This design comes from an exercise in tuning for a short achievable clock period and few clock cycles on the open sky130 flow, not from production work. RTL that was checked went through simulation tests only; none was proved equivalent to the original. Function not checked in run 1: the RTL went through the layout flow alone. Power is estimated from default activity; no workload was simulated.

==> flow/flow/run.sh <==
#!/bin/bash
set -euo pipefail
export SETUP_SLACK_MARGIN=6.5
bash standard.sh > standard_flow.log 2>&1
==> flow/standard.sh <==
#!/bin/bash
# synth_recipe.tcl (not shown) runs the flow's synth.tcl, then flattens the netlist and writes it again
# the make line also repeats each setting of config.mk as NAME=value (left out here)
make -C /OpenROAD-flow-scripts/flow DESIGN_CONFIG=/design/flow/config.mk WORK_HOME=/design/flow/orfs CLKGATE_MAP_FILE= SYNTH_SCRIPT=/design/flow/synth_recipe.tcl "${@:-finish}"
==> flow/config.mk <==
export PLATFORM = sky130hd
export DESIGN_NAME = RV32I
export DESIGN_NICKNAME = RV32I
export VERILOG_FILES = /design/flow/design.v
export SDC_FILE = /design/flow/constraint.sdc
export NUM_CORES = 4
export LEC_CHECK = 0
export ABC_CLOCK_PERIOD_IN_PS = 2000
export CAP_MARGIN = 20
export CORE_MARGIN = 2
export CORE_UTILIZATION = 40
export SLEW_MARGIN = 20
==> flow/constraint.sdc <==
create_clock -name core_clock -period 9.0 [get_ports {clk}]
set_input_delay 1.8000 -clock core_clock [delete_from_list [all_inputs] [get_ports {clk}]]
set_output_delay 1.8000 -clock core_clock [all_outputs]
set_load 0.01 [all_outputs]
==> flow/design.v <==
module ksadd(a,b,cin,s,cout);
input[31:0] a,b;
input cin;
output[31:0] s;
output cout;
wire[31:0] g[0:5];
wire[31:0] p[0:5];
assign g[0] = (a & b) | {31'd0, (a[0] ^ b[0]) & cin};
assign p[0] = a ^ b;
genvar l, i;
generate
	for (l = 0; l < 5; l = l + 1) begin : lvl
		for (i = 0; i < 32; i = i + 1) begin : bitpos
			if (i >= (1 << l)) begin : comb
				assign g[l+1][i] = g[l][i] | (p[l][i] & g[l][i-(1<<l)]);
				assign p[l+1][i] = p[l][i] & p[l][i-(1<<l)];
			end else begin : pass
				assign g[l+1][i] = g[l][i];
				assign p[l+1][i] = p[l][i];
			end
		end
	end
endgenerate
assign s = p[0] ^ {g[5][30:0], cin};
assign cout = g[5][31];
endmodule
module RV32I(clk,rst,imem_addr,imem_data,dmem_addr,dmem_wdata,dmem_we,dmem_strobe,dmem_rdata);
input clk,rst;
output[31:0] imem_addr;
input[31:0] imem_data;
output[31:0] dmem_addr,dmem_wdata;
output dmem_we;
output[1:0] dmem_strobe;
input[31:0] dmem_rdata;
reg [31:0] pcF;
reg        vD;
reg [31:0] instD, pcD;
reg        vE, wenE, ldE, stE, brE;
reg [4:0]  rdE;
reg [1:0]  strbE;
reg [31:0] aE, bE, sdE, tgtE;
reg        fAM, fBM, fSM;
reg        sAdd, sSub, sSll, sSr, sSlt, sSltu, sXor, sOr, sAnd;
reg        wenM, ldM, weM;
reg [4:0]  rdM;
reg [1:0]  strbM;
reg [31:0] resM, sdM;
reg        wenW;
reg [4:0]  rdW;
reg [31:0] resW;
reg [31:0] rf [1:31];
assign dmem_addr = resM;
assign dmem_wdata = sdM;
assign dmem_we = weM;
assign dmem_strobe = strbM;
wire [31:0] ldext = (strbM == 2'b01) ? {{24{dmem_rdata[7]}}, dmem_rdata[7:0]} :
                    (strbM == 2'b10) ? {{16{dmem_rdata[15]}}, dmem_rdata[15:0]} : dmem_rdata;
wire [31:0] resMW = ldM ? ldext : resM;
always @(posedge clk)
	if (wenW) rf[rdW] <= resW;
wire [6:0] opD = instD[6:0];
wire [2:0] f3D = instD[14:12];
wire [4:0] rs1D = instD[19:15];
wire [4:0] rs2D = instD[24:20];
wire [4:0] rdD = instD[11:7];
wire isOP  = (opD == 7'b0110011);
wire isOPI = (opD == 7'b0010011);
wire isLD  = (opD == 7'b0000011);
wire isST  = (opD == 7'b0100011);
wire isBR  = (opD == 7'b1100011);
wire isJAL = (opD == 7'b1101111);
wire brReal = isBR & (rs1D != rs2D);
wire use1 = isOP | isOPI | isLD | isST | brReal;
wire use2 = isOP | isST | brReal;
wire [31:0] immI = {{20{instD[31]}}, instD[31:20]};
wire [31:0] immS = {{20{instD[31]}}, instD[31:25], instD[11:7]};
wire [31:0] immB = {{20{instD[31]}}, instD[7], instD[30:25], instD[11:8], 1'b0};
wire [31:0] tgtD, linkD;
ksadd addTgtD(pcD, immB, 1'b0, tgtD, );
ksadd addLinkD(pcD, 32'd4, 1'b0, linkD, );
wire [31:0] rf1 = (rs1D == 5'd0) ? 32'd0 : rf[rs1D];
wire [31:0] rf2 = (rs2D == 5'd0) ? 32'd0 : rf[rs2D];
wire [31:0] rv1 = (wenM && rdM == rs1D) ? resMW : (wenW && rdW == rs1D) ? resW : rf1;
wire [31:0] rv2 = (wenM && rdM == rs2D) ? resMW : (wenW && rdW == rs2D) ? resW : rf2;
wire stall = vD & vE & ldE & wenE & ((use1 & (rs1D == rdE)) | (use2 & (rs2D == rdE)));
wire [31:0] A  = fAM ? resM : aE;
wire [31:0] B  = fBM ? resM : bE;
wire [31:0] SD = fSM ? resM : sdE;
wire [31:0] sum;
ksadd addE(A, sSub ? ~B : B, sSub, sum, );
wire geS, geU;
ksadd cmpS({~A[31], A[30:0]}, {B[31], ~B[30:0]}, 1'b1, , geS);   
ksadd cmpU(B, ~A, 1'b1, , geU);                                   
wire lt  = ~geS;
wire ltu = ~geU;    
wire [31:0] sll = A << B[4:0];
wire [31:0] sr  = A >> B[4:0];    
wire [31:0] aluE = ({32{sAdd}} & sum) |
                   ({32{sSll}} & sll) |
                   ({32{sSr}}  & sr)  |
                   {31'd0, (sSlt & lt) | (sSltu & ltu)} |
                   ({32{sXor}} & (A ^ B)) |
                   ({32{sOr}}  & (A | B)) |
                   ({32{sAnd}} & (A & B));
wire eqMb = (resM == bE);
wire eqaM = (aE == resM);
wire eqab = (aE == bE);
wire eq = fAM ? (fBM | eqMb) : (fBM ? eqaM : eqab);
wire takenE = vE & brE & eq;
assign imem_addr = pcF;
wire [31:0] instF = imem_data;
wire redirF = (instF[6:0] == 7'b1101111) |
              ((instF[6:0] == 7'b1100011) & (instF[19:15] == instF[24:20]));
wire [31:0] tgtJF, tgtBF, pcF4;
ksadd addJF(pcF, {{12{instF[31]}}, instF[19:12], instF[20], instF[30:21], 1'b0}, 1'b0, tgtJF, );
ksadd addBF(pcF, {{20{instF[31]}}, instF[7], instF[30:25], instF[11:8], 1'b0}, 1'b0, tgtBF, );
ksadd addF4(pcF, 32'd4, 1'b0, pcF4, );
wire [31:0] tgtF = instF[2] ? tgtJF : tgtBF;
always @(posedge clk or posedge rst) begin
	if (rst) begin
		pcF <= 32'd0;
		vD <= 1'b0;
		vE <= 1'b0;
		wenE <= 1'b0;
		ldE <= 1'b0;
		stE <= 1'b0;
		brE <= 1'b0;
		wenM <= 1'b0;
		ldM <= 1'b0;
		weM <= 1'b0;
		wenW <= 1'b0;
	end else begin
		if (takenE) begin
			pcF <= tgtE;
			vD <= 1'b0;
		end else if (!stall) begin
			pcF <= redirF ? tgtF : pcF4;
			vD <= 1'b1;
		end
		if (takenE || stall || !vD) begin
			vE <= 1'b0;
			wenE <= 1'b0;
			ldE <= 1'b0;
			stE <= 1'b0;
			brE <= 1'b0;
		end else begin
			vE <= 1'b1;
			wenE <= (isOP | isOPI | isLD | isJAL) & (rdD != 5'd0);
			ldE <= isLD;
			stE <= isST;
			brE <= brReal;
		end
		wenM <= wenE;
		ldM <= ldE;
		weM <= stE;
		wenW <= wenM;
	end
end
always @(posedge clk) begin
	if (!stall) begin
		instD <= imem_data;
		pcD <= pcF;
	end
	rdE <= rdD;
	strbE <= (f3D == 3'd0) ? 2'b01 : (f3D == 3'd1) ? 2'b10 : 2'b11;
	tgtE <= tgtD;
	aE <= isJAL ? linkD : rv1;
	bE <= isJAL ? 32'd0 : (isOPI | isLD) ? immI : isST ? immS : rv2;
	sdE <= rv2;
	fAM <= use1 & wenE & (rdE == rs1D);
	fBM <= use2 & ~isST & wenE & (rdE == rs2D);
	fSM <= isST & wenE & (rdE == rs2D);
	sAdd  <= isLD | isST | isJAL | ((isOP | isOPI) & (f3D == 3'd0));
	sSub  <= isOP & (f3D == 3'd0) & instD[30];
	sSll  <= (isOP | isOPI) & (f3D == 3'd1);
	sSr   <= (isOP | isOPI) & (f3D == 3'd5);
	sSlt  <= (isOP | isOPI) & (f3D == 3'd2);
	sSltu <= (isOP | isOPI) & (f3D == 3'd3);
	sXor  <= (isOP | isOPI) & (f3D == 3'd4);
	sOr   <= (isOP | isOPI) & (f3D == 3'd6);
	sAnd  <= (isOP | isOPI) & (f3D == 3'd7);
	rdM <= rdE;
	strbM <= strbE;
	resM <= aluE;
	sdM <= SD;
	rdW <= rdM;
	resW <= resMW;
end
endmodule
==> impl_metrics.tcl, run 1 <==
set metrics [dict create \
    status "timing/DRC/antenna clean" \
    grt_use_total_pct 30.7 \
    slew_headroom_pct 14.8 \
    drt_iter0_markers 7778 \
    netlist_top_cells_count "edfxtp_1, mux4_2, nor2_1" \
    internal_power_uw 13100 \
    end_kind "flop" \
    insertion_delay_ns 0.82 \
    comb_power_share_pct 29.0 \
    crit_fanout 6 \
    place.gp.congestion 0.974 \
    ios 165 \
    cp.required_ns 9.72 \
    pwr-share-seq_pct 38.9 \
    die_w_um 429 \
    finalCritPeriodShare_pct 41.1 \
    holdPathStages 0 \
    grt_start_max_net_pins 68 \
    dp_hpwl_um 164000 \
    antenna_found_initial 11 \
    r2r_cells 15 \
    cts_tree "built" \
    layout_min_cycle_time_ns 3.70 \
    vias 55736 \
    yosys_warnings 2 \
    grt_pass1_vias 53757 \
    leakage_uw 0.0350 \
    ant_nets 0 \
    post_drt_via_cell_ratio 6.44 \
    cpMaxStageDelayCell "a2111oi_2" \
    setup.worst_path.class "input port to flop" \
    fin_tns_setup_ns 0 \
    wl_per_cell_um 33.9 \
    path_cells "clkdlybuf4s15_2 > ha_4 > a21o_1 > a21o_1 > a21o_1 > nand3_1 > o2111ai_1 > a41oi_4 > o31ai_4 > a2111oi_2 > a31oi_1 > a31o_2" \
    synthToLayoutAreaGrowth_pct 34.0 \
    cts_made_buffers 149 \
    fin_cells 8651 \
    hold_buffers 0 \
    async_flop_share_pct 3.08 \
    vdd_drop_max_v 0.000219 \
    cts_sinks 1363 \
    timing.fmax_mhz 270 \
    synth_ff_type "edfxtp_1" \
    p_per_area_mw_per_mm2 198 \
    firstDrtPassIters 8 \
    drc 0 \
    fin_nets 6459 \
    synth_cell_type_count 82 \
    die_height_um 429 \
    p_sw_share_pct 31.8 \
    postRouteWirelength_um 293000 \
    multi_input_area_mm2 0.0373 \
    layout-drive-gt1-share_pct 42.6 \
    setup_violations 0 \
    skew_ns 0.0381 \
    synth_top_area_cell "edfxtp_1" \
    slew_violations 0 \
    dp.cells 7626 \
    cts_htree_levels 4 \
    numPortBuffers 164 \
    ys_seq_elements 1363 \
    crit_path_max_incr_delay_ns 0.37 \
    cp_common_cell "a21o_1" \
    synth_seq_area_share_pct 52.6 \
    cp.depth 12 \
    arrival_ns 4.42 \
    tightest_slew_ns 1.28 \
    grt_overflow_total 0 \
    crit_family "compound AO/OA/AOI/OAI gates" \
    synth_enable_flop_cells 1056 \
    synth_cells 5346 \
    syn_area_per_cell_um2 13.5 \
    clockBufferDepth 3 \
    hold_viol 0 \
    syn-cell-area_mm2 0.0723 \
    hold_path_class "flop to flop" \
    startpoint_type "input port" \
    grt_first_pass_wirelength_um 404000 \
    synthTopCellsByArea "edfxtp_1, mux4_2, dfxtp_1" \
    syn-num-nets 5648 \
    max_cap_violations 0 \
    regArea_mm2 0.0384 \
    rsz0062_at_grt "yes" \
    crit_buf_inv 1 \
    rows 156 \
    p_sw_uw 6090 \
    clkTransAtPathRegs_ns 0.06 \
    start_util_pct 40.2 \
    cts-root-buf "clkbuf_16" \
    coreArea_mm2 0.180 \
    fillers 14232 \
    die_area_mm2 0.184 \
    p_clk_share_pct 32.1 \
    yosysMostFrequentCell "edfxtp_1" \
    synth_top_area_share_pct 43.8 \
]
==> worst paths after layout <==
check / from / end / slack (ns)
worst min register to register: stE / weM / 0.37
max in group asynchronous: rst / ldM / 6.91
worst max-delay path: imem_data[16] / pcF[29] / 5.30
worst min-delay path: stE / weM / 0.37
min in group asynchronous: rst / pcF[23] / 1.53
worst max register to register: fAM / resM[26] / 5.37
==> per-stage QoR <==
step / hold WS (ns) / util (%) / worst slack (ns) / total power, uW / area, um^2
final: 0.365 / 53.8 / 5.30 / 19100 / 96900
after global routing: 0.374 / 53.8 / 5.20 / 19700 / 96900
after CTS: 0.363 / 51.5 / 5.29 / 18400 / 92800
after detailed placement: 0.337 / 43.1 / 3.48 / 11400 / 77600
after global placement: 0.335 / 43.1 / 3.45 / 11300 / 77600
after floorplan: 0.310 / - / 4.85 / 10100 / 74000
==> placed cells by master, fill, tap and decap left out, types with 61 or more instances in the layout <==
cell type / count
buf_6: 204
clkbuf_16: 167
xnor2_1: 149
ha_1: 181
nand2_1: 289
o21ai_0: 139
a21o_1: 61
edfxtp_1: 1056
inv_1: 114
mux2i_4: 62
nand3_1: 74
mux2i_1: 110
a21oi_1: 232
a21oi_2: 88
o21ai_2: 82
buf_12: 117
xor2_1: 72
mux4_2: 554
a211oi_1: 80
dfxtp_1: 165
buf_16: 107
nor2_1: 344
buf_4: 465
==> registers in the layout, summed over array words and instances (netlist names), 2 cells and up, named ones only <==
register / flops
rdW: 5
aE: 32
rdE: 5
pcF: 32
strbE: 2
instD: 32
resM: 32
resW: 32
pcD: 32
strbM: 2
bE: 32
sdE: 32
sdM: 32
rf: 992
rdM: 5
tgtE: 32
==> what timing repair did <==
action	CTS	global route
setup endpoints to repair	1006	526
buffers inserted	445	186
cloned	105	14
gates resized for setup	1462	487
pin swaps	203	249
==> routing by layer <==
metal	track usage [%]	share of wire (%)
met2	50.0	47
met3	5.88	9.6
met5	0	0.0048
met1	36.9	34
met4	21.3	8.8
==> cell families (layout without fill, tap and decap cells) <==
kind of cell	count (synthesis)	count (layout)	share of synthesized area (%)
AOI/OAI and AO/OA	1121	1122	9.79
xor gates and xnor gates	242	242	2.93
adders and majority gates	236	236	4.12
buffers and inverters	492	1414	2.68
DFF	1363	1363	52.6
muxes	828	828	21.3
other	0	9	0
and+or+nand+nor	1064	1067	6.50
==> power groups by stage <==
stage,clock network [uW],registers [uW],logic [uW]
after detailed placement,0,7650,3710
after global placement,0,7650,3700
final,6150,7440,5550
after floorplan,0,7430,2650
after global routing,6450,7450,5820
after CTS,6180,7410,4850
==> area by class of cell <==
class,instances,area share (%)
sequential,1363,39.6
multi-input combinational,3495,38.5
timing repair buffer,1012,13.2
clock buffer,190,4.18
tap,2370,3.06
clock inverter,76,0.798
inverter,136,0.619
antenna,9,0.0232
==> inputs of run 2 (changes only) <==
--- a/flow/design.v
+++ b/flow/design.v
@@ -33,5 +33,7 @@
 output[1:0] dmem_strobe;
 input[31:0] dmem_rdata;
-reg [31:0] pcF;
+reg [9:0]  pcLo;
+reg [21:0] hiBase, hiInc;
+reg        hiC;
 reg        vD;
 reg [31:0] instD, pcD;
@@ -40,5 +42,4 @@
 reg [1:0]  strbE;
 reg [31:0] aE, bE, sdE, tgtE;
-reg        fAM, fBM, fSM;
 reg        sAdd, sSub, sSll, sSr, sSlt, sSltu, sXor, sOr, sAnd;
 reg        wenM, ldM, weM;
@@ -84,7 +85,6 @@
 wire [31:0] rv2 = (wenM && rdM == rs2D) ? resMW : (wenW && rdW == rs2D) ? resW : rf2;
 wire stall = vD & vE & ldE & wenE & ((use1 & (rs1D == rdE)) | (use2 & (rs2D == rdE)));
-wire [31:0] A  = fAM ? resM : aE;
-wire [31:0] B  = fBM ? resM : bE;
-wire [31:0] SD = fSM ? resM : sdE;
+wire [31:0] A  = aE;
+wire [31:0] B  = bE;
 wire [31:0] sum;
 ksadd addE(A, sSub ? ~B : B, sSub, sum, );
@@ -103,21 +103,27 @@
                    ({32{sOr}}  & (A | B)) |
                    ({32{sAnd}} & (A & B));
-wire eqMb = (resM == bE);
-wire eqaM = (aE == resM);
-wire eqab = (aE == bE);
-wire eq = fAM ? (fBM | eqMb) : (fBM ? eqaM : eqab);
+wire eq = (A == B);
 wire takenE = vE & brE & eq;
-assign imem_addr = pcF;
+wire [31:0] hiSum;
+ksadd addHi({10'd0, hiBase}, {10'd0, hiInc}, hiC, hiSum, );
+wire [21:0] hiTrue = hiSum[21:0];
+wire [31:0] pcF = {hiTrue, pcLo};
+assign imem_addr = {hiBase, pcLo};
 wire [31:0] instF = imem_data;
 wire redirF = (instF[6:0] == 7'b1101111) |
               ((instF[6:0] == 7'b1100011) & (instF[19:15] == instF[24:20]));
-wire [31:0] tgtJF, tgtBF, pcF4;
-ksadd addJF(pcF, {{12{instF[31]}}, instF[19:12], instF[20], instF[30:21], 1'b0}, 1'b0, tgtJF, );
-ksadd addBF(pcF, {{20{instF[31]}}, instF[7], instF[30:25], instF[11:8], 1'b0}, 1'b0, tgtBF, );
-ksadd addF4(pcF, 32'd4, 1'b0, pcF4, );
-wire [31:0] tgtF = instF[2] ? tgtJF : tgtBF;
+wire [31:0] immJF = {{12{instF[31]}}, instF[19:12], instF[20], instF[30:21], 1'b0};
+wire [31:0] immBF = {{20{instF[31]}}, instF[7], instF[30:25], instF[11:8], 1'b0};
+wire [10:0] loJF = {1'b0, pcLo} + {1'b0, immJF[9:0]};
+wire [10:0] loBF = {1'b0, pcLo} + {1'b0, immBF[9:0]};
+wire [10:0] lo4F = {1'b0, pcLo} + 11'd4;
+wire [10:0] loF  = redirF ? (instF[2] ? loJF : loBF) : lo4F;
+wire [21:0] incF = redirF ? (instF[2] ? immJF[31:10] : immBF[31:10]) : 22'd0;
 always @(posedge clk or posedge rst) begin
 	if (rst) begin
-		pcF <= 32'd0;
+		pcLo <= 10'd0;
+		hiBase <= 22'd0;
+		hiInc <= 22'd0;
+		hiC <= 1'b0;
 		vD <= 1'b0;
 		vE <= 1'b0;
@@ -132,8 +138,14 @@
 	end else begin
 		if (takenE) begin
-			pcF <= tgtE;
+			pcLo <= tgtE[9:0];
+			hiBase <= tgtE[31:10];
+			hiInc <= 22'd0;
+			hiC <= 1'b0;
 			vD <= 1'b0;
 		end else if (!stall) begin
-			pcF <= redirF ? tgtF : pcF4;
+			pcLo <= loF[9:0];
+			hiBase <= hiTrue;
+			hiInc <= incF;
+			hiC <= loF[10];
 			vD <= 1'b1;
 		end
@@ -165,10 +177,8 @@
 	strbE <= (f3D == 3'd0) ? 2'b01 : (f3D == 3'd1) ? 2'b10 : 2'b11;
 	tgtE <= tgtD;
-	aE <= isJAL ? linkD : rv1;
-	bE <= isJAL ? 32'd0 : (isOPI | isLD) ? immI : isST ? immS : rv2;
-	sdE <= rv2;
-	fAM <= use1 & wenE & (rdE == rs1D);
-	fBM <= use2 & ~isST & wenE & (rdE == rs2D);
-	fSM <= isST & wenE & (rdE == rs2D);
+	aE <= (use1 & wenE & (rdE == rs1D)) ? aluE : isJAL ? linkD : rv1;
+	bE <= (use2 & ~isST & wenE & (rdE == rs2D)) ? aluE :
+	      isJAL ? 32'd0 : (isOPI | isLD) ? immI : isST ? immS : rv2;
+	sdE <= (isST & wenE & (rdE == rs2D)) ? aluE : rv2;
 	sAdd  <= isLD | isST | isJAL | ((isOP | isOPI) & (f3D == 3'd0));
 	sSub  <= isOP & (f3D == 3'd0) & instD[30];
@@ -183,5 +193,5 @@
 	strbM <= strbE;
 	resM <= aluE;
-	sdM <= SD;
+	sdM <= sdE;
 	rdW <= rdM;
 	resW <= resMW;
==> run 2 against run 1 <==
Clock power is 1% lower. Critical path type is now flop to flop. Critical endpoint is now bE[30]. Utilization fell by 1.8 points. Synthesized area fell by 2.2%. Synthesized cell count down 6.5%. Still clean on timing, DRC and antenna. Combinational power decreased by 19%. Critical path depth rose by 4.
==> impl_metrics.tcl, run 2 <==
set metrics [dict create \
    startpoint_type "flop" \
    rsz0062_at_grt "yes" \
    start_util_pct 40.2 \
    finalCritPeriodShare_pct 38.6 \
    slew_violations 0 \
    vias 51810 \
    syn_area_per_cell_um2 14.2 \
    syn-num-nets 5294 \
    fin_nets 5921 \
    synth_compound_area_share_pct 9.34 \
    synthTopCellsByArea "edfxtp_1, mux4_2, dfxtp_1" \
    ios 165 \
    arrival_ns 4.14 \
    rows 154 \
    yosysMostFrequentCell "edfxtp_1" \
    place.gp.congestion 0.944 \
    multi_input_area_mm2 0.0345 \
    die_w_um 425 \
    largest-register "rf" \
    synth_top_area_cell "edfxtp_1" \
    p_clk_share_pct 33.6 \
    cts_sinks 1372 \
    antenna_found_initial 4 \
    regArea_mm2 0.0386 \
    p_per_area_mw_per_mm2 198 \
    grt_use_total_pct 29.4 \
    grt_pass1_vias 50270 \
    die_area_mm2 0.180 \
    pwr-share-seq_pct 41.6 \
    synthMuxAreaShare_pct 21.7 \
    internal_power_uw 12700 \
    synth_ff_type "edfxtp_1" \
    grt_overflow_total 0 \
    setup_violations 0 \
    end_kind "flop" \
    skew_ns 0.0349 \
    fin_tns_setup_ns 0 \
    setup.worst_path.class "flop to flop" \
    cp.required_ns 9.67 \
    ant_nets 0 \
    cts_htree_levels 4 \
    cts_tree "built" \
    synth_seq_area_share_pct 54.1 \
    syn-cell-area_mm2 0.0707 \
    layout-drive-gt1-share_pct 40.6 \
    status "timing/DRC/antenna clean" \
    synthToLayoutAreaGrowth_pct 29.1 \
    async_flop_share_pct 3.94 \
    synth_adder_area_share_pct 4.12 \
    synthSimpleGateAreaFrac_pct 5.64 \
    netlist_top_cells_count "edfxtp_1, mux4_2, nor2_1" \
    clockBufferDepth 3 \
    numPortBuffers 164 \
    postRouteWirelength_um 273000 \
    synth_enable_flop_cells 1056 \
    dp_hpwl_um 150000 \
    hold_slack_ns 0.328 \
    cts-root-buf "clkbuf_16" \
    tightest_slew_ns 1.15 \
    synth_cells 4998 \
    wl_per_cell_um 33.8 \
    synth_top_area_share_pct 44.8 \
    p_sw_uw 5390 \
    synth_top_family_by_area "multiplexers" \
    grt_start_max_net_pins 67 \
    layout_min_cycle_time_ns 3.48 \
    timing.fmax_mhz 288 \
    vdd_drop_max_v 0.000148 \
    crit_fanout 6 \
    drt_iter0_markers 6739 \
    p_sw_share_pct 29.8 \
    yosys_warnings 2 \
    synth_cell_type_count 87 \
    insertion_delay_ns 0.82 \
    drc 0 \
    firstDrtPassIters 7 \
    synth-xor-area-share_pct 2.10 \
    hold_path_class "flop to flop" \
    fillers 14274 \
    ys_seq_elements 1372 \
    max_cap_violations 0 \
    leakage_uw 0.0334 \
    hold_viol 0 \
    die_height_um 425 \
    comb_power_share_pct 24.8 \
    largest_reg_flops 992 \
    final_common_cell "edfxtp_1" \
    layout_common_cells "edfxtp_1, mux4_2, buf_4" \
    coreArea_mm2 0.176 \
    slew_headroom_pct 22.9 \
    cts_made_buffers 149 \
    hold_buffers 0 \
    grt_first_pass_wirelength_um 377000 \
    clkTransAtPathRegs_ns 0.07 \
    post_drt_via_cell_ratio 6.41 \
]
run 2: path summary, 6_finish.rpt:
check	start	end	slack [ns]	cells past startpoint
min in group asynchronous	rst	weM	1.60	3
min reg2reg	sdE[17]	sdM[17]	0.33	0
max	sSub	bE[30]	5.52	16
min	sdE[17]	sdM[17]	0.33	0
max in group asynchronous	rst	ldM	6.77	3
max reg2reg	sSub	bE[30]	5.52	16
run 2: area by class of cell:
cell class | count | area share, %
Antenna cell | 1 | 0.00274
Clock buffer | 204 | 4.55
Clock inverter | 69 | 0.656
Inverter | 147 | 0.679
Multi-Input combinational cell | 3147 | 37.8
Sequential cell | 1372 | 42.3
Tap cell | 2340 | 3.20
Timing Repair Buffer | 801 | 10.7
Timing Repair inverter | 7 | 0.114
run 2: critical path: stages (launching register included):
cell and delay (ns):
dfxtp_4 0.37, buf_4 0.14, buf_12 0.14, xor2_2 0.15
ha_1 0.33, a21o_1 0.24, nand2_1 0.09, nand2_1 0.06
a21o_1 0.23, o211ai_1 0.20, buf_4 0.18, buf_4 0.12
nand2_2 0.08, a31o_4 0.31, a21o_1 0.21, a211oi_2 0.31
o221ai_1 0.17
run 2: power groups by stage:
stage	clock, uW	combinational [uW]	sequential (uW)
6_report	6080	4500	7520
5_1_grt	6380	4730	7550
4_1_cts	6120	3970	7510
3_5_place_dp	0	3070	7690
3_3_place_gp	0	3060	7690
2_1_floorplan	0	2200	7490
run 2: cells by family (layout without fill, tap and decap cells):
| logic type | count (synthesis) | count (layout) |
|---|---|---|
| other | 0 | 1 |
| XOR/XNOR | 170 | 170 |
| flip-flops | 1372 | 1372 |
| AND/OR/NAND/NOR | 919 | 923 |
| adder cells (fa/ha/maj) | 230 | 230 |
| AO/OA/AOI/OAI | 1035 | 1036 |
| multiplexers | 788 | 788 |
| buffers and inverters | 484 | 1228 |
run 2: repair_timing:
| action | in CTS | in global routing |
|---|---|---|
| resized for setup | 1277 | 331 |
| setup buffers | 337 | 129 |
| cloned | 76 | 13 |
| endpoints found under the setup margin | 1108 | 444 |
| pin swaps | 215 | 194 |
run 2: per-layer routing:
metal / routed length (um) / track usage (%) / up-vias
met5: 9 / 0 / -
met4: 19800 / 17.4 / 2
met3: 25900 / 6.09 / 800
met2: 129000 / 47.4 / 3236
met1: 98000 / 36.5 / 26715
li1: - / - / 21057
run 2: through the flow:
stage               instance area, um^2  setup WS, ns  utilization, %  total power (uW)  instances
finish                            91400          5.52            51.9             18100       8088
floorplan                         72200          5.13               -              9690       4998
detailed placement                75800          4.01            43.1             10800       7259
CTS                               88400          5.64            50.2             17600       7945
global route                      91400          5.47            51.9             18700       8087
global placement                  75800          4.01            43.1             10800       7259
Testbench counts of run 2, summed over its fixed seeds: cycles 66,879.
==> inputs of run 3 (changes only) <==
--- a/flow/design.v
+++ b/flow/design.v
@@ -72,4 +72,5 @@
 wire isJAL = (opD == 7'b1101111);
 wire brReal = isBR & (rs1D != rs2D);
+wire subD = isOP & (f3D == 3'd0) & instD[30];
 wire use1 = isOP | isOPI | isLD | isST | brReal;
 wire use2 = isOP | isST | brReal;
@@ -88,5 +89,5 @@
 wire [31:0] B  = bE;
 wire [31:0] sum;
-ksadd addE(A, sSub ? ~B : B, sSub, sum, );
+ksadd addE(A, B, sSub, sum, );    
 wire geS, geU;
 ksadd cmpS({~A[31], A[30:0]}, {B[31], ~B[30:0]}, 1'b1, , geS);   
@@ -115,7 +116,11 @@
 wire [31:0] immJF = {{12{instF[31]}}, instF[19:12], instF[20], instF[30:21], 1'b0};
 wire [31:0] immBF = {{20{instF[31]}}, instF[7], instF[30:25], instF[11:8], 1'b0};
-wire [10:0] loJF = {1'b0, pcLo} + {1'b0, immJF[9:0]};
-wire [10:0] loBF = {1'b0, pcLo} + {1'b0, immBF[9:0]};
-wire [10:0] lo4F = {1'b0, pcLo} + 11'd4;
+wire [31:0] sJF, sBF, s4F;
+ksadd addJF({22'd0, pcLo}, {22'd0, immJF[9:0]}, 1'b0, sJF, );
+ksadd addBF({22'd0, pcLo}, {22'd0, immBF[9:0]}, 1'b0, sBF, );
+ksadd addF4({22'd0, pcLo}, 32'd4, 1'b0, s4F, );
+wire [10:0] loJF = sJF[10:0];
+wire [10:0] loBF = sBF[10:0];
+wire [10:0] lo4F = s4F[10:0];
 wire [10:0] loF  = redirF ? (instF[2] ? loJF : loBF) : lo4F;
 wire [21:0] incF = redirF ? (instF[2] ? immJF[31:10] : immBF[31:10]) : 22'd0;
@@ -178,9 +183,9 @@
 	tgtE <= tgtD;
 	aE <= (use1 & wenE & (rdE == rs1D)) ? aluE : isJAL ? linkD : rv1;
-	bE <= (use2 & ~isST & wenE & (rdE == rs2D)) ? aluE :
-	      isJAL ? 32'd0 : (isOPI | isLD) ? immI : isST ? immS : rv2;
+	bE <= ((use2 & ~isST & wenE & (rdE == rs2D)) ? aluE :
+	       isJAL ? 32'd0 : (isOPI | isLD) ? immI : isST ? immS : rv2) ^ {32{subD}};
 	sdE <= (isST & wenE & (rdE == rs2D)) ? aluE : rv2;
 	sAdd  <= isLD | isST | isJAL | ((isOP | isOPI) & (f3D == 3'd0));
-	sSub  <= isOP & (f3D == 3'd0) & instD[30];
+	sSub  <= subD;
 	sSll  <= (isOP | isOPI) & (f3D == 3'd1);
 	sSr   <= (isOP | isOPI) & (f3D == 3'd5);
==> run 3 against run 2 <==
Clock skew rose by 0.0054 ns. Final cell count rose by 1.9%. Global-route usage is 0.89 points higher. Combinational power is 6.2% lower. Via count grew 2.6%. Non-clock buffer count up 41. Synthesized cell count up 2.5%. Design area is 0.90% higher. Utilization decreased by 0.21 points. Die area increased by 1.2%. Power down 2.5%. Critical path type unchanged.
==> impl_metrics.tcl, run 3 <==
set metrics [dict create \
    clockBufferDepth 3 \
    status "timing/DRC/antenna clean" \
    end_kind "flop" \
    largest-register "rf" \
    cts_tree "built" \
    synth_enable_flop_cells 1056 \
    synth_ff_type "edfxtp_1" \
    cp.required_ns 9.68 \
    firstDrtPassIters 7 \
    startpoint_type "flop" \
    synth_top_area_cell "edfxtp_1" \
    crit_family "compound AO/OA/AOI/OAI gates" \
    rows 155 \
    grt_use_total_pct 30.3 \
    setup_violations 0 \
    cpMaxStageDelayCell "or4_4" \
    synth_compound_area_share_pct 9.93 \
    synth-xor-area-share_pct 2.04 \
    ys_seq_elements 1372 \
    yosysMostFrequentCell "edfxtp_1" \
    antenna_found_initial 4 \
    final_common_cell "edfxtp_1" \
    ios 165 \
    wl_met2_um 132000 \
    grt_overflow_total 0 \
    arrival_ns 4.15 \
    vias 53168 \
    place.gp.congestion 1.00 \
    drt_iter0_markers 7098 \
    clkTransAtPathRegs_ns 0.06 \
    layout_min_cycle_time_ns 3.47 \
    crit_path_max_incr_delay_ns 0.50 \
    synthTopCellsByArea "edfxtp_1, mux4_2, dfxtp_1" \
    coreArea_mm2 0.178 \
    placed_cell_area_mm2 0.0765 \
    synth_cell_type_count 92 \
    dr_wl_met3_um 26000 \
    dp_hpwl_um 161000 \
    hold_path_startpoint "sdE[25]" \
    r2r_slack_ns 5.53 \
    fin_tns_setup_ns 0 \
    synth_top_family_by_area "multiplexers" \
    slew_violations 0 \
    leakage_uw 0.0337 \
    synth_seq_area_share_pct 53.5 \
    netlist_top_cells_count "edfxtp_1, mux4_2, nor2_1" \
    layout_common_cells "edfxtp_1, mux4_2, buf_4" \
    path_cells "buf_12 > buf_16 > fa_2 > buf_6 > buf_6 > buf_6 > a211oi_4 > nor2_4 > a211oi_4 > buf_6 > nor4_4 > o2111a_2 > or4_4 > o21ai_4 > a211oi_2 > xnor2_1" \
    post_drt_via_cell_ratio 6.45 \
    fin_nets 6030 \
    cts_htree_levels 4 \
    finalInstanceArea_mm2 0.0922 \
    hold_path_class "flop to flop" \
    syn-cell-area_mm2 0.0716 \
    async_flop_share_pct 3.94 \
    crit_fanout 3 \
    skew_ns 0.0403 \
    drc 0 \
    r2r_start "bE[0]" \
    p_per_area_mw_per_mm2 191 \
    max_cap_violations 0 \
    cts_sinks 1372 \
    startpoint "bE[0]" \
    grt_start_max_net_pins 66 \
    die_area_mm2 0.182 \
    die_w_um 427 \
    synthSimpleGateAreaFrac_pct 5.88 \
    start_util_pct 40.2 \
    postRouteWirelength_um 282000 \
    numPortBuffers 164 \
    cp_common_cell "buf_6" \
    die_height_um 427 \
    grt_first_pass_wirelength_um 391000 \
    fillers 14418 \
    cts_made_buffers 148 \
    yosys_warnings 2 \
    tightest_slew_ns 1.18 \
    slew_headroom_pct 20.9 \
    layout-drive-gt1-share_pct 41.8 \
    ant_nets 0 \
    finalCritPeriodShare_pct 38.5 \
    crit_buf_inv 6 \
    vdd_drop_max_v 0.000199 \
    cts-root-buf "clkbuf_16" \
    synthToLayoutAreaGrowth_pct 28.7 \
    wl_met1_um 101000 \
    synth_cells 5121 \
    largest_reg_flops 992 \
    syn-num-nets 5386 \
    synth_adder_area_share_pct 3.55 \
    hold_viol 0 \
    highest_layer "met5" \
    synth_top_area_share_pct 44.3 \
    rsz0062_at_grt "yes" \
    syn_area_per_cell_um2 14.0 \
    synthMuxAreaShare_pct 21.8 \
    insertion_delay_ns 0.83 \
    setup.worst_path.class "flop to flop" \
    wl_per_cell_um 34.2 \
    grt_pass1_vias 51619 \
    timing.fmax_mhz 288 \
]
==> run 3: cell types whose count changed after synthesis, moves of 19 or more <==
cell,delta
xnor2_1,+20
mux2_2,+41
nand3_1,+26
mux4_2,-56
buf_2,+21
ha_1,-33
xor2_1,-23
mux2i_1,+60
nor2_1,-78
a21oi_1,-29
a211oi_1,+19
==> run 3: what timing repair did <==
item | in CTS | in global routing
cloned | 68 | 8
pin swaps | 248 | 171
resized for setup | 1441 | 345
hold buffers | 0 | 0
setup buffers | 393 | 113
endpoints found under the setup margin | 1013 | 481
hold endpoints to repair | 0 | 0
==> run 3: cell families (layout without fill, tap and decap cells) <==
logic type,Yosys count,in the layout
flip-flops,1372,1372
AO/OA/AOI/OAI,1082,1083
buffers and inverters,521,1269
adder cells (fa/ha/maj),199,199
other,0,2
multiplexers,852,852
AND/OR/NAND/NOR,928,939
XOR/XNOR,167,167
==> run 3: metrics by stage <==
stage	util, %	std cells	total power, uW	hold WS, ns	setup WS, ns
final	51.7	8238	17600	0.326	5.53
after global routing	51.7	8236	18200	0.330	5.44
after CTS	50.3	8115	17200	0.327	5.54
after detailed placement	42.9	7388	10600	0.314	4.26
after global placement	42.9	7388	10500	0.310	4.27
after floorplan	-	5121	9540	0.310	5.39
==> run 3: path summary, 6_finish.rpt <==
check	end	cells after the start
max in group asynchronous	hiInc[20]	3
min in group asynchronous	weM	3
worst min register to register	sdM[25]	0
worst max register to register	bE[27]	16
worst max-delay path	bE[27]	16
worst min-delay path	sdM[25]	0
==> run 3: area by class of cell <==
cell class / instances / area [um^2] / area share, %
repair inverters: 5 / 75.1 / 0.0814
repair buffers: 842 / 9820 / 10.7
well taps: 2355 / 2950 / 3.20
inverters: 156 / 676 / 0.733
multi-input cells: 3240 / 35400 / 38.4
clock buffers: 189 / 3990 / 4.32
clock inverters: 77 / 621 / 0.673
diodes: 2 / 5.00 / 0.00543
flip-flops and latches: 1372 / 38700 / 42.0
==> run 3: report_power, final <==
| part | internal (uW) | leakage, uW | switching [uW] |
|---|---|---|---|
| registers | 7100 | 0.0128 | 402 |
| logic | 1990 | 0.0186 | 2240 |
| clock network | 3230 | 0.00226 | 2680 |
| total | 12300 | 0.0337 | 5320 |
==> run 3: per-layer routing <==
metal / vias to the layer above / global-route usage (%)
li1: 21643 / -
met1: 27350 / 37.0
met2: 3327 / 48.4
met3: 846 / 6.44
met4: 2 / 20.1
met5: - / 0
Testbench counts of run 3, summed over its fixed seeds: cycles 66,879.
==> inputs of run 4 (changes only) <==
--- a/flow/design.v
+++ b/flow/design.v
@@ -42,4 +42,5 @@
 reg [1:0]  strbE;
 reg [31:0] aE, bE, sdE, tgtE;
+reg [31:0] aXn, bXn;    
 reg        sAdd, sSub, sSll, sSr, sSlt, sSltu, sXor, sOr, sAnd;
 reg        wenM, ldM, weM;
@@ -85,9 +86,12 @@
 wire [31:0] rv1 = (wenM && rdM == rs1D) ? resMW : (wenW && rdW == rs1D) ? resW : rf1;
 wire [31:0] rv2 = (wenM && rdM == rs2D) ? resMW : (wenW && rdW == rs2D) ? resW : rf2;
+wire [31:0] aNext = (use1 & wenE & (rdE == rs1D)) ? aluE : isJAL ? linkD : rv1;
+wire [31:0] bNext = ((use2 & ~isST & wenE & (rdE == rs2D)) ? aluE :
+                     isJAL ? 32'd0 : (isOPI | isLD) ? immI : isST ? immS : rv2) ^ {32{subD}};
 wire stall = vD & vE & ldE & wenE & ((use1 & (rs1D == rdE)) | (use2 & (rs2D == rdE)));
-wire [31:0] A  = aE;
-wire [31:0] B  = bE;
+wire [31:0] A  = ~aXn;
+wire [31:0] B  = ~bXn;
 wire [31:0] sum;
-ksadd addE(A, B, sSub, sum, );    
+ksadd addE(aE, bE, sSub, sum, );    
 wire geS, geU;
 ksadd cmpS({~A[31], A[30:0]}, {B[31], ~B[30:0]}, 1'b1, , geS);   
@@ -182,7 +186,8 @@
 	strbE <= (f3D == 3'd0) ? 2'b01 : (f3D == 3'd1) ? 2'b10 : 2'b11;
 	tgtE <= tgtD;
-	aE <= (use1 & wenE & (rdE == rs1D)) ? aluE : isJAL ? linkD : rv1;
-	bE <= ((use2 & ~isST & wenE & (rdE == rs2D)) ? aluE :
-	       isJAL ? 32'd0 : (isOPI | isLD) ? immI : isST ? immS : rv2) ^ {32{subD}};
+	aE <= aNext;
+	bE <= bNext;
+	aXn <= ~aNext;
+	bXn <= ~bNext;
 	sdE <= (isST & wenE & (rdE == rs2D)) ? aluE : rv2;
 	sAdd  <= isLD | isST | isJAL | ((isOP | isOPI) & (f3D == 3'd0));
==> run 4 against run 3 <==
Still clean on timing, DRC and antenna. Register-to-register slack improved by 0.24 ns. Setup slack improved by 0.22 ns. Routed wire length increased by 5.3%. Clock skew about the same. Utilization increased by 1.3 points. Via count increased by 4.2%. Maximum frequency increased by 6.7%. Clock-buffer cell count increased by 16. Synthesized cell count increased by 4.4%. Power increased by 3.8%. Critical path type is now flop to output pin. Critical endpoint is now dmem_strobe[1].
==> impl_metrics.tcl, run 4 <==
set metrics [dict create \
    status "timing/DRC/antenna clean" \
    grt_first_pass_wirelength_um 409000 \
    dp.cells 7680 \
    syn_area_per_cell_um2 13.7 \
    dp_hpwl_um 168000 \
    p_per_area_mw_per_mm2 189 \
    r2r_cells 15 \
    timing.fmax_mhz 308 \
    r2r_start "instD[21]" \
    slew_violations 0 \
    fin_tns_setup_ns 0 \
    yosysMostFrequentCell "edfxtp_1" \
    synth_cells 5347 \
    vias 55409 \
    die_area_mm2 0.187 \
    cts_tree "built" \
    grt_use_total_pct 30.9 \
    setup.worst_path.class "flop to output pin" \
    synth_ff_type "edfxtp_1" \
    start_util_pct 40.1 \
    coreArea_mm2 0.183 \
    numPortBuffers 164 \
    die_height_um 432 \
    place.gp.congestion 1.01 \
    r2r_slack_ns 5.77 \
    cts_htree_levels 4 \
    clkTransAtPathRegs_ns 0.07 \
    synth_compound_area_share_pct 9.93 \
    fin_cells 8623 \
    yosys_warnings 2 \
    async_flop_share_pct 3.76 \
    cpMaxStageDelayCell "dfxtp_4" \
    clockBufferDepth 3 \
    drc 0 \
    synthSimpleGateAreaFrac_pct 6.31 \
    max_cap_violations 0 \
    synthMuxAreaShare_pct 20.4 \
    regToRegEndpoint "bE[8]" \
    largest-register "rf" \
    end_kind "output pin" \
    insertion_delay_ns 0.84 \
    slew_headroom_pct 25.2 \
    ios 165 \
    cp.required_ns 7.20 \
    synth_cell_type_count 92 \
    cts_sinks 1436 \
    rsz0062_at_grt "yes" \
    cts_made_buffers 153 \
    rows 157 \
    syn-cell-area_mm2 0.0733 \
    cts-root-buf "clkbuf_16" \
    fin_nets 6412 \
    synth_top_family_by_area "multiplexers" \
    synth_seq_area_share_pct 54.0 \
    hold_viol 0 \
    layout-drive-gt1-share_pct 41.4 \
    synth_top_area_share_pct 43.2 \
    synth_adder_area_share_pct 4.00 \
    largest_reg_flops 992 \
    synthTopCellsByArea "edfxtp_1, mux4_2, dfxtp_1" \
    layout_min_cycle_time_ns 3.25 \
    setup_violations 0 \
    grt_start_max_net_pins 79 \
    final_common_cell "edfxtp_1" \
    die_w_um 432 \
    startpoint "strbM[1]" \
    synth-xor-area-share_pct 2.36 \
    grt_pass1_vias 53797 \
    crit_path_end "dmem_strobe[1]" \
    postRouteWirelength_um 297000 \
    finalCritPeriodShare_pct 36.1 \
    synth_top_area_cell "edfxtp_1" \
    leakage_uw 0.0355 \
    cp.depth 1 \
    ys_seq_elements 1436 \
    antenna_found_initial 8 \
    hold_path_class "flop to flop" \
    grt_overflow_total 0 \
    path_cells "buf_6" \
    firstDrtPassIters 8 \
    synthToLayoutAreaGrowth_pct 32.1 \
    crit_path_max_incr_delay_ns 0.49 \
    post_drt_via_cell_ratio 6.43 \
    startpoint_type "flop" \
    vdd_drop_max_v 0.000127 \
    wl_per_cell_um 34.4 \
    skew_ns 0.0405 \
    arrival_ns 1.45 \
    crit_buf_inv 1 \
    tightest_slew_ns 1.12 \
    layout_common_cells "edfxtp_1, mux4_2, buf_4" \
    drt_iter0_markers 7358 \
    syn-num-nets 5643 \
    crit_family "flip-flops" \
    crit_fanout 2 \
    synth_enable_flop_cells 1056 \
    ant_nets 0 \
    netlist_top_cells_count "edfxtp_1, mux4_2, nor2_1" \
]
[run 4: cell types whose count changed after synthesis, moves of 31 or more]
cell | previous run | this run
mux2_2 | 79 | 39
mux2i_1 | 218 | 265
dfxtp_1 | 262 | 326
ha_1 | 192 | 223
nor2_1 | 341 | 372
nand2_1 | 267 | 347
[run 4: report_power, final]
| group | switching (uW) | internal (uW) |
|---|---|---|
| sequential | 401 | 7390 |
| combinational | 2330 | 2020 |
| clock | 2770 | 3410 |
| total | 5500 | 12800 |
[run 4: how the worst min path moves through the flow]
stage,startpoint,to,slack [ns],cells past startpoint
after floorplan,sdE[0],sdM[0],0.31,0
after global placement,strbE[0],strbM[0],0.31,0
after detailed placement,strbE[1],strbM[1],0.31,0
after CTS,sdE[24],sdM[24],0.32,0
after global routing,sdE[24],sdM[24],0.33,0
final,sdE[24],sdM[24],0.31,0
[run 4: cells by family (layout without fill, tap and decap cells)]
logic type	Yosys count	after routing
XOR/XNOR	198	198
adder cells (fa/ha/maj)	230	230
buffers and inverters	502	1385
AND/OR/NAND/NOR	1039	1044
AO/OA/AOI/OAI	1112	1112
flip-flops	1436	1436
other	0	3
multiplexers	830	830
[run 4: area by class of cell]
| type | instances | area, um^2 |
|---|---|---|
| clock inverters | 69 | 587 |
| repair buffers | 955 | 11800 |
| clock buffers | 205 | 4200 |
| fillers | 14699 | 85800 |
| inverters | 152 | 633 |
| flip-flops and latches | 1436 | 39900 |
| repair inverters | 4 | 47.5 |
| diodes | 3 | 7.51 |
| multi-input cells | 3414 | 36700 |
| well taps | 2385 | 2980 |
[run 4: layer usage]
metal  GRT usage [%]  up-vias  wire [um]
met5               0        -         54
met4            20.4        8      23200
met3            6.72      888      28500
met2            49.3     3463     139000
met1            37.8    28423     106000
li1                -    22627          -
[run 4: metrics by stage]
| step | utilization [%] | total power, uW | hold WS (ns) | worst slack (ns) | area [um^2] |
|---|---|---|---|---|---|
| after detailed placement | 42.8 | 10900 | 0.312 | 4.43 | 78200 |
| final | 53.0 | 18300 | 0.312 | 5.75 | 96900 |
| after CTS | 51.4 | 17900 | 0.318 | 5.75 | 93900 |
| after global placement | 42.8 | 10900 | 0.311 | 4.52 | 78200 |
| after global routing | 53.0 | 18800 | 0.327 | 5.71 | 96900 |
| after floorplan | - | 9780 | 0.310 | 5.22 | 74100 |
[run 4: timing repair]
item	CTS	global route
setup endpoints to repair	1106	534
hold endpoints to repair	0	0
resized for setup	1674	367
buffers inserted	430	129
cloned	87	20
hold buffers	0	0
pin swaps	262	230
Testbench counts of run 4, summed over its fixed seeds: cycles 66,879.
==> inputs of run 5 (changes only) <==
--- a/flow/design.v
+++ b/flow/design.v
@@ -87,11 +87,13 @@
 wire [31:0] rv2 = (wenM && rdM == rs2D) ? resMW : (wenW && rdW == rs2D) ? resW : rf2;
 wire [31:0] aNext = (use1 & wenE & (rdE == rs1D)) ? aluE : isJAL ? linkD : rv1;
-wire [31:0] bNext = ((use2 & ~isST & wenE & (rdE == rs2D)) ? aluE :
-                     isJAL ? 32'd0 : (isOPI | isLD) ? immI : isST ? immS : rv2) ^ {32{subD}};
+wire [31:0] bNext = (use2 & ~isST & wenE & (rdE == rs2D)) ? aluE :
+                    isJAL ? 32'd0 : (isOPI | isLD) ? immI : isST ? immS : rv2;
 wire stall = vD & vE & ldE & wenE & ((use1 & (rs1D == rdE)) | (use2 & (rs2D == rdE)));
 wire [31:0] A  = ~aXn;
 wire [31:0] B  = ~bXn;
 wire [31:0] sum;
-ksadd addE(aE, bE, sSub, sum, );    
+ksadd addE(aE, bE, 1'b0, sum, );
+wire [31:0] diff;
+ksadd subE(aE, ~bE, 1'b1, diff, );
 wire geS, geU;
 ksadd cmpS({~A[31], A[30:0]}, {B[31], ~B[30:0]}, 1'b1, , geS);   
@@ -102,4 +104,5 @@
 wire [31:0] sr  = A >> B[4:0];    
 wire [31:0] aluE = ({32{sAdd}} & sum) |
+                   ({32{sSub}} & diff) |
                    ({32{sSll}} & sll) |
                    ({32{sSr}}  & sr)  |
@@ -191,5 +194,5 @@
 	bXn <= ~bNext;
 	sdE <= (isST & wenE & (rdE == rs2D)) ? aluE : rv2;
-	sAdd  <= isLD | isST | isJAL | ((isOP | isOPI) & (f3D == 3'd0));
+	sAdd  <= isLD | isST | isJAL | ((isOP | isOPI) & (f3D == 3'd0) & ~subD);
 	sSub  <= subD;
 	sSll  <= (isOP | isOPI) & (f3D == 3'd1);
==> run 5 against run 4 <==
Synthesized area grew 2.6%. Sequential cell count stayed put. Synthesized cell count up 2.6%. Clock power grew 3.6%. Critical endpoint is now dmem_addr[1]. Die area is 2.6% higher. Setup slack worse by 0.017 ns.
==> impl_metrics.tcl, run 5 <==
set metrics [dict create \
    vias 56793 \
    crit_buf_inv 1 \
    ys_seq_elements 1436 \
    cts_made_buffers 154 \
    cts_sinks 1436 \
    hold_buffers 0 \
    layout_min_cycle_time_ns 3.27 \
    arrival_ns 1.47 \
    antenna_found_initial 10 \
    p_per_area_mw_per_mm2 203 \
    postRouteWirelength_um 302000 \
    crit_path_max_incr_delay_ns 0.48 \
    netlist_top_cells_count "edfxtp_1, mux4_2, nor2_1" \
    hold_path_class "flop to flop" \
    largest-register "rf" \
    numPortBuffers 164 \
    synth_cells 5488 \
    r2r_cells 13 \
    die_height_um 438 \
    wl_per_cell_um 34.0 \
    final_common_cell "edfxtp_1" \
    crit_family "flip-flops" \
    drc 0 \
    yosys_warnings 2 \
    start_util_pct 40.2 \
    synthTopCellsByArea "edfxtp_1, mux4_2, dfxtp_1" \
    hold_path_startpoint "sdE[22]" \
    firstDrtPassIters 7 \
    synthToLayoutAreaGrowth_pct 33.3 \
    startpoint "resM[1]" \
    synth_enable_flop_cells 1056 \
    slew_violations 0 \
    cts-root-buf "clkbuf_16" \
    synth_top_area_cell "edfxtp_1" \
    hold_slack_ns 0.327 \
    fillers 14963 \
    cts_tree "built" \
    synth_cell_type_count 98 \
    syn-cell-area_mm2 0.0753 \
    status "timing/DRC/antenna clean" \
    vdd_drop_max_v 0.000206 \
    syn_area_per_cell_um2 13.7 \
    synth_seq_area_share_pct 52.6 \
    ios 165 \
    skew_ns 0.0737 \
    setup_violations 0 \
    coreArea_mm2 0.187 \
    largest_reg_flops 992 \
    ant_nets 0 \
    end_kind "output pin" \
    grt_start_max_net_pins 62 \
    cpMaxStageDelayCell "dfxtp_4" \
    dp_hpwl_um 168000 \
    rows 159 \
    drt_iter0_markers 7113 \
    grt_overflow_total 0 \
    post_drt_via_cell_ratio 6.39 \
    place.gp.congestion 0.971 \
    rsz0062_at_grt "yes" \
    setup.worst_path.class "flop to output pin" \
    fin_nets 6584 \
    grt_use_total_pct 30.5 \
    clockBufferDepth 3 \
    synth_ff_type "edfxtp_1" \
    holdPathStages 0 \
    insertion_delay_ns 0.86 \
    slew_headroom_pct 25.4 \
    path_cells "buf_6" \
    max_cap_violations 0 \
    hold_viol 0 \
    layout-drive-gt1-share_pct 44.3 \
    layout_common_cells "edfxtp_1, mux4_2, buf_4" \
    cp.depth 1 \
    yosysMostFrequentCell "edfxtp_1" \
    tightest_slew_ns 1.12 \
    startpoint_type "flop" \
    r2r_start "aE[0]" \
    leakage_uw 0.0367 \
    async_flop_share_pct 3.76 \
    fin_tns_setup_ns 0 \
    clkTransAtPathRegs_ns 0.06 \
    synth_top_area_share_pct 42.1 \
    syn-num-nets 5817 \
    cts_htree_levels 4 \
    grt_first_pass_wirelength_um 417000 \
    die_w_um 438 \
    cp.required_ns 7.20 \
    die_area_mm2 0.192 \
    grt_pass1_vias 55448 \
    finalCritPeriodShare_pct 36.3 \
    crit_fanout 2 \
    timing.fmax_mhz 306 \
]
run 5: cell families after synthesis:
group	share of synthesized area, %
xor+xnor	1.48
compound gates	10.4
flops	52.6
fa+ha+maj	4.44
simple gates	6.17
mux	21.3
buf+inv	3.63
run 5: routing by layer:
metal	wire [um]	vias to the layer above	global-route usage [%]
met2	140000	3513	48.5
li1	-	23186	-
met5	18	-	0
met4	24000	2	19.7
met3	28400	928	6.16
met1	109000	29164	38.0
run 5: path summary, 6_finish.rpt:
| path | end | slack (ns) |
|---|---|---|
| max | dmem_addr[1] | 5.73 |
| min | sdM[22] | 0.33 |
| max reg2reg | bXn[26] | 5.78 |
| min reg2reg | sdM[22] | 0.33 |
| max in group asynchronous | ldM | 6.79 |
| min in group asynchronous | hiInc[20] | 1.55 |
run 5: where the power goes:
group | switching, uW | total, uW | internal (uW)
sequential | 697 | 8410 | 7710
clock | 2870 | 6400 | 3530
combinational | 2950 | 5580 | 2630
run 5: stage by stage:
step | worst slack [ns] | cell area (um^2) | utilization (%) | cells | total power [uW]
global route | 5.71 | 100000 | 53.5 | 8880 | 21000
global placement | 4.42 | 80600 | 43.0 | 7885 | 12100
detailed placement | 4.42 | 80600 | 43.0 | 7885 | 12100
CTS | 5.74 | 96700 | 51.6 | 8690 | 19700
finish | 5.73 | 100000 | 53.5 | 8881 | 20400
floorplan | 5.42 | 77000 | - | 5488 | 10700
run 5: area by class of cell:
type	instances	area (um^2)	area share [%]
Clock buffer	207	4200	4.18
Multi-Input combinational cell	3427	38900	38.7
Sequential cell	1436	40000	39.8
Inverter	263	1100	1.10
Antenna cell	5	12.5	0.0125
Timing Repair inverter	9	143	0.142
Clock inverter	75	838	0.835
Timing Repair Buffer	964	12100	12.1
Tap cell	2495	3120	3.11
run 5: repair_timing:
| action | CTS | global route |
|---|---|---|
| setup buffers | 416 | 178 |
| setup endpoints to repair | 852 | 715 |
| gates resized for setup | 1668 | 456 |
| gates cloned | 107 | 8 |
| pin swaps | 295 | 325 |
| hold endpoints to repair | 0 | 0 |
Testbench counts of run 5, summed over its fixed seeds: cycles 66,879.
==> inputs of run 6 (changes only) <==
--- a/flow/design.v
+++ b/flow/design.v
@@ -4,24 +4,17 @@
 output[31:0] s;
 output cout;
-wire[31:0] g[0:5];
-wire[31:0] p[0:5];
-assign g[0] = (a & b) | {31'd0, (a[0] ^ b[0]) & cin};
-assign p[0] = a ^ b;
-genvar l, i;
-generate
-	for (l = 0; l < 5; l = l + 1) begin : lvl
-		for (i = 0; i < 32; i = i + 1) begin : bitpos
-			if (i >= (1 << l)) begin : comb
-				assign g[l+1][i] = g[l][i] | (p[l][i] & g[l][i-(1<<l)]);
-				assign p[l+1][i] = p[l][i] & p[l][i-(1<<l)];
-			end else begin : pass
-				assign g[l+1][i] = g[l][i];
-				assign p[l+1][i] = p[l][i];
-			end
-		end
-	end
-endgenerate
-assign s = p[0] ^ {g[5][30:0], cin};
-assign cout = g[5][31];
+wire[31:0] g0 = (a & b) | {31'd0, (a[0] ^ b[0]) & cin};
+wire[31:0] p0 = a ^ b;
+wire[31:0] g1 = g0 | (p0 & {g0[30:0], 1'd0});
+wire[31:0] p1 = p0 & {p0[30:0], 1'd1};
+wire[31:0] g2 = g1 | (p1 & {g1[29:0], 2'd0});
+wire[31:0] p2 = p1 & {p1[29:0], 2'b11};
+wire[31:0] g3 = g2 | (p2 & {g2[27:0], 4'd0});
+wire[31:0] p3 = p2 & {p2[27:0], 4'hf};
+wire[31:0] g4 = g3 | (p3 & {g3[23:0], 8'd0});
+wire[31:0] p4 = p3 & {p3[23:0], 8'hff};
+wire[31:0] g5 = g4 | (p4 & {g4[15:0], 16'd0});
+assign s = p0 ^ {g5[30:0], cin};
+assign cout = g5[31];
 endmodule
 module RV32I(clk,rst,imem_addr,imem_data,dmem_addr,dmem_wdata,dmem_we,dmem_strobe,dmem_rdata);
==> run 6 against run 5 <==
Synthesized cell count increased by 0.18%. Highest routed layer unchanged. Setup slack got worse by 0.088 ns. Power decreased by 0.64%. Routed wire length decreased by 3.5%. Still clean. Global-route usage decreased by 0.82 points.
==> impl_metrics.tcl, run 6 <==
set metrics [dict create \
    syn-cell-area_mm2 0.0743 \
    cts-root-buf "clkbuf_16" \
    grt_start_max_net_pins 77 \
    skew_ns 0.0326 \
    drc 0 \
    start_util_pct 40.2 \
    r2r_slack_ns 5.65 \
    grt_pass1_vias 54212 \
    synthToLayoutAreaGrowth_pct 31.2 \
    r2r_cells 14 \
    grt_overflow_total 0 \
    synth_enable_flop_cells 1056 \
    netlist_top_cells_count "edfxtp_1, mux4_2, nor2_1" \
    async_flop_share_pct 3.76 \
    ant_nets 0 \
    yosysMostFrequentCell "edfxtp_1" \
    synth_adder_area_share_pct 4.50 \
    cp.required_ns 9.68 \
    dp.cells 7873 \
    layout_min_cycle_time_ns 3.35 \
    end_kind "flop" \
    cts_made_buffers 152 \
    p_per_area_mw_per_mm2 208 \
    finalCritPeriodShare_pct 37.3 \
    layout_common_cells "edfxtp_1, mux4_2, buf_4" \
    insertion_delay_ns 0.82 \
    cts_htree_levels 4 \
    status "timing/DRC/antenna clean" \
    arrival_ns 4.04 \
    hold_path_startpoint "sdE[29]" \
    timing.fmax_mhz 298 \
    syn-num-nets 5827 \
    die_height_um 435 \
    place.gp.congestion 0.962 \
    synth_ff_type "edfxtp_1" \
    dp_hpwl_um 165000 \
    grt_use_total_pct 29.7 \
    synth_cell_type_count 91 \
    setup_violations 0 \
    postRouteWirelength_um 291000 \
    synthTopCellsByArea "edfxtp_1, mux4_2, dfxtp_1" \
    wl_per_cell_um 33.1 \
    die_w_um 435 \
    vias 55845 \
    numPortBuffers 164 \
    largest_reg_flops 992 \
    synth_top_area_cell "edfxtp_1" \
    largest-register "rf" \
    synthMuxAreaShare_pct 20.6 \
    synth_cells 5498 \
    ys_seq_elements 1436 \
    die_area_mm2 0.189 \
    max_cap_violations 0 \
    yosys_warnings 1 \
    synthSimpleGateAreaFrac_pct 6.43 \
    hold_path_class "flop to flop" \
    setup.worst_path.class "flop to flop" \
    antenna_found_initial 13 \
    fillers 15037 \
    slew_violations 0 \
    clkTransAtPathRegs_ns 0.06 \
    rows 158 \
    drt_iter0_markers 7431 \
    rsz0062_at_grt "yes" \
    slew_headroom_pct 19.3 \
    r2r_start "bE[2]" \
    crit_fanout 6 \
    synth_compound_area_share_pct 10.3 \
    synth_seq_area_share_pct 53.3 \
    tightest_slew_ns 1.21 \
    coreArea_mm2 0.185 \
    fin_tns_setup_ns 0 \
    layout-drive-gt1-share_pct 41.4 \
    fin_nets 6512 \
    synth_top_area_share_pct 42.7 \
    hold_buffers 0 \
    synth_top_family_by_area "multiplexers" \
    final_common_cell "edfxtp_1" \
    cts_sinks 1436 \
    syn_area_per_cell_um2 13.5 \
    post_drt_via_cell_ratio 6.35 \
    cts_tree "built" \
    fin_cells 8797 \
    grt_first_pass_wirelength_um 405000 \
    regToRegEndpoint "sdE[29]" \
    vdd_drop_max_v 0.000215 \
    startpoint_type "flop" \
    synth-xor-area-share_pct 1.52 \
    hold_viol 0 \
    leakage_uw 0.0357 \
    clockBufferDepth 3 \
    worst_hold_path.endpoint "sdM[29]" \
    holdPathStages 0 \
    firstDrtPassIters 6 \
    hold_slack_ns 0.319 \
    ios 165 \
]
## run 6: cell count changes in the layout (fill, tap and decap cells not counted), sizes merged, moves of 14 or more
cell / previous run / this run
a21o: 65 / 86
a211oi: 112 / 126
nand2b: 42 / 23
o22ai: 32 / 12
o22a: 16 / 2
buf: 882 / 811
mux4: 607 / 571
nor2: 364 / 451
o21a: 22 / 37
inv: 267 / 235
nand2: 301 / 315
and3: 32 / 12
## run 6: cells by family (layout without fill, tap and decap cells)
logic type | Yosys count | in the layout
fa+ha+maj | 263 | 263
mux | 809 | 809
flops | 1436 | 1436
buf+inv | 603 | 1409
simple gates | 1087 | 1087
xor+xnor | 129 | 129
other cells | 0 | 13
compound gates | 1171 | 1171
## run 6: final cells by class
cell class	instances	area, um^2	area share [%]
clock buffers	189	4140	4.25
clock inverters	86	818	0.840
repair buffers	895	11200	11.4
repair inverters	4	43.8	0.0449
flip-flops and latches	1436	39900	41.0
inverters	235	986	1.01
diodes	13	32.5	0.0334
well taps	2480	3100	3.18
multi-input cells	3459	37200	38.2
## run 6: critical path: stages, from the launching register on
cell and delay (ns):
dfxtp_2 0.34, inv_2 0.04, ha_4 0.24, nand3b_1 0.14, a21oi_2 0.09, or2_4 0.29
a311oi_4 0.26, buf_6 0.16, a2111o_1 0.20, nand3_2 0.12, a31o_1 0.27, a211o_1 0.33
mux2i_2 0.23, o21ai_4 0.15, mux2_4 0.32
## run 6: worst max-delay path by stage
stage	startpoint	end	slack (ns)	cells after the start
floorplan	imem_data[21]	pcLo[9]	5.32	14
global placement	imem_data[2]	pcLo[8]	4.39	10
detailed placement	flop	aE[18]	4.38	10
CTS	bE[0]	aXn[26]	5.70	15
global route	bE[14]	aXn[26]	5.58	13
finish	bE[2]	sdE[29]	5.65	14
## run 6: through the flow
step / area (um^2) / utilization, % / total power (uW) / worst slack [ns]
5_1_grt: 97400 / 52.7 / 20900 / 5.58
3_5_place_dp: 79600 / 43.0 / 12300 / 4.38
4_1_cts: 94200 / 50.9 / 19700 / 5.70
2_1_floorplan: 75800 / - / 10800 / 5.32
3_3_place_gp: 79600 / 43.0 / 12300 / 4.39
6_report: 97500 / 52.7 / 20300 / 5.65
## run 6: timing repair
action	4_1_cts	5_1_grt
pin swaps	285	251
gates resized for setup	1551	362
setup buffers	395	142
endpoints found under the setup margin	1244	449
cloned	82	17
## run 6: where the power goes
| part | total, uW | switching, uW | internal, uW | leakage, uW |
|---|---|---|---|---|
| registers | 8570 | 793 | 7770 | 0.0132 |
| clock network | 6370 | 2730 | 3640 | 0.00244 |
| logic | 5320 | 2830 | 2500 | 0.0200 |
## run 6: routing by layer
layer  wire length (um)  track usage, %
met1             104000            36.7
met5                 34               0
met2             136000            47.4
met4              23500            19.9
met3              27100            5.76
Testbench counts of run 6, summed over its fixed seeds: cycles 66,879.

static timing again, ports no longer ideal:
The results above use ideal ports. As a check the final layouts listed here were re-extracted and re-timed, cells and wires unchanged. Step 1 sets driving cells, clkbuf_16 on the clock port and buf_2 on the other inputs (assumed; they add their load-dependent delay and slew). Step 2 also shifts input and output timing later by t, the mid clock arrival at the registers, as if the neighbouring blocks saw the same clock. Three values: ideal ports, drivers, drivers and shift; two values: the first two.
run | t, ns | setup slack, ns | latest minus earliest clock arrival (ns)
run 1 | 0.893 | 5.301 / 5.347 / 4.454 | 0.048 / 0.048
run 2 | 0.885 | 5.524 / 5.524 / 4.995 | 0.035 / 0.036
run 3 | 0.901 | 5.534 / 5.534 / 4.718 | 0.045 / 0.045
run 4 | 0.898 | 5.752 / 5.671 / 4.982 | 0.042 / 0.042
run 5 | 0.905 | 5.735 / 5.651 / 5.077 | 0.080 / 0.080
run 6 | 0.893 | 5.647 / 5.647 / 4.908 | 0.041 / 0.041
After both steps every run listed still meets setup and hold. For run 1, which loses most, drivers alone change the setup slack by +0.046 ns; drivers and shift together by -0.847 ns.
